This design comes from an exercise in tuning for a short achievable clock period and few clock cycles on the open sky130 flow, not from production work. The RTL was checked by simulation tests, not by an equivalence proof against the original design. No activity file was given, so power comes from the tool's default toggle rates.

Design cpu_add, start of the top module:
module cpu_add(
    input clk,
    input reset,
    output [31:0] mem_addr,
    output mem_wr,
    output [31:0] mem_wdata,
    input  [31:0] mem_rdata
);
    localparam QD = 6;           
    localparam K_NONE = 3'd0, K_LOAD = 3'd1, K_ADDM = 3'd2, K_SHSB = 3'd3, K_TRAP = 3'd4;
    reg  [15:0] ma_lo;           
    reg  [15:0] ma_hi;           
    reg         boot;            
    reg         mwr;
    reg  [31:0] mwd;
    assign mem_addr  = {ma_hi, ma_lo};
    assign mem_wr    = mwr;
    assign mem_wdata = mwd;
    reg         s0v, s1v, s2v;
    reg  [31:0] s0pc, s1pc, s2pc;
    reg  [7:0]  s1pg, s1pgm, s1pgp, s2pg, s2pgm, s2pgp;
    reg  [31:0] ras;             
    reg         s1bt, s2bt;      
    reg  [15:0] s1bi, s2bi;      
    localparam NB = 4;
    reg  [NB-1:0] bv;
    reg  [29:0] btag [0:NB-1];
    reg  [15:0] bimm [0:NB-1];
    reg  [31:0] btgt [0:NB-1];
    reg  [1:0]  brr;
    reg  [1:0]  skc;
    reg         fold_arm, fold_v;
    reg  [31:0] fold_ra, fold_tgt;
    reg  [7:0]  fold_pg, fold_pgm, fold_pgp;
    reg  [2:0]  d0k, d1k, d2k;
    reg  [4:0]  d0r, d1r, d2r;   
    reg  [1:0]  d0z, d1z, d2z;   
    reg  [31:0] d0b, d1b, d2b;   
    reg  [31:0] d0a, d1a, d2a;   
    reg         amv;
    reg  [4:0]  amr;
    reg  [31:0] amd, amb;
    reg         tfl;
    reg         tpend;
    reg  [1:0]  tk;
    reg  [31:0] xpc_d;           
    reg  [31:0] R [0:31];
    reg  [31:0] rv;
    reg  [31:0] HI_r, LO_r, EPC_r;
    reg         hv, lv, ev;
  ...
Size in the first run: ~4300 flip-flops, about 99 I/O pins, about 0.23 mm² of cells after synthesis.
export LEC_CHECK = 0
export CAP_MARGIN = 50
export CORE_MARGIN = 2
export CORE_UTILIZATION = 45
export SLEW_MARGIN = 50
create_clock -name core_clock -period 18.0 [get_ports {clk}]
standard.sh (not shown) runs the stock make flow with config.mk's settings and CLKGATE_MAP_FILE= SYNTH_SCRIPT=/design/flow/synth_recipe.tcl, a recipe that flattens the netlist after the stock synthesis.
==> flow/flow/run.sh <==
#!/bin/bash
# The standard layout, with two settings changed:
#  - timing repair is asked to leave more setup slack than the clock needs
#    (SETUP_SLACK_MARGIN), so that it sizes and buffers the critical paths;
#  - the buffers that the flow puts on every input and output port are
#    sky130_fd_sc_hd__buf_4 instead of the flow's default choice.
bash standard.sh SETUP_SLACK_MARGIN=12.5 "BUFFER_PORTS_ARGS=-buffer_cell sky130_fd_sc_hd__buf_4" finish > standard.log 2>&1
The baseline finished with antenna violations left.
Testbench counts at the start, summed over its fixed seeds: cycles 16,815.
Edit:
==> flow/flow/run.sh (replaced) <==
#!/bin/bash
# The standard layout (standard.sh), with these settings changed:
#  - timing repair is asked to leave more setup slack than the clock needs
#    (SETUP_SLACK_MARGIN), so that it sizes and buffers the critical paths;
#  - the buffers that the flow puts on every input and output port are
#    sky130_fd_sc_hd__buf_4 instead of the flow's default choice;
#  - after global routing, antennas are repaired once more with a ratio
#    margin (flow/grt_antenna.tcl), and the repair after detailed routing may
#    take up to 10 rounds instead of 5.
here=$(pwd)
bash standard.sh SETUP_SLACK_MARGIN=12.5 \
  "BUFFER_PORTS_ARGS=-buffer_cell sky130_fd_sc_hd__buf_4" \
  POST_GLOBAL_ROUTE_TCL=$here/flow/grt_antenna.tcl \
  MAX_REPAIR_ANTENNAS_ITER_DRT=10 \
  finish > standard.log 2>&1
==> flow/flow/grt_antenna.tcl (new file) <==
# Run after global routing (ORFS POST_GLOBAL_ROUTE_TCL hook): repair antennas
# once more with a ratio margin, so that fewer are left for after detailed
# routing, then write the routing guides again for the added diodes.
repair_antennas -iterations 5 -ratio_margin 30
check_antennas -report_file $::env(REPORTS_DIR)/grt_antennas_margin.log
write_guides $::env(RESULTS_DIR)/route.guide
Result: Now the flow completed without violations. First-iteration DRC count went up by a little under a tenth. Clock power stays flat. Routed wire length is about the same. Count of clock-buffer cells in the layout stays the same. Maximum frequency stays flat.

what the ideal ports hide:
In the flow no input, the clock included, has a driving cell. The finished layouts below were timed again as built, in two steps.
Step 1, drivers: a clkbuf_16 drives clk and a buf_2 each remaining input, both assumed.
Step 2 times the ports against the registers' clock, not the clock port: input delays grow and output delays shrink by t, the midpoint of the rising clock arrivals with the driver on.
Slacks: ideal / step 1 / step 2; pairs: ideal / step 1.
run | shift t [ns] | setup WS [ns] | hold WS [ns] | clock arrival spread, ns | worst register clock-pin slew, ns
the first run | 1.212 | 12.508 / 12.380 / 12.025 | 0.293 / 0.293 / 0.293 | 0.191 / 0.191 | 0.07 / 0.07
the second run | 1.208 | 12.492 / 12.413 / 12.045 | 0.308 / 0.308 / 0.308 | 0.194 / 0.194 | 0.07 / 0.07
For the first run, which loses most, drivers alone change the setup slack by -0.128 ns; drivers and shift together by -0.483 ns.
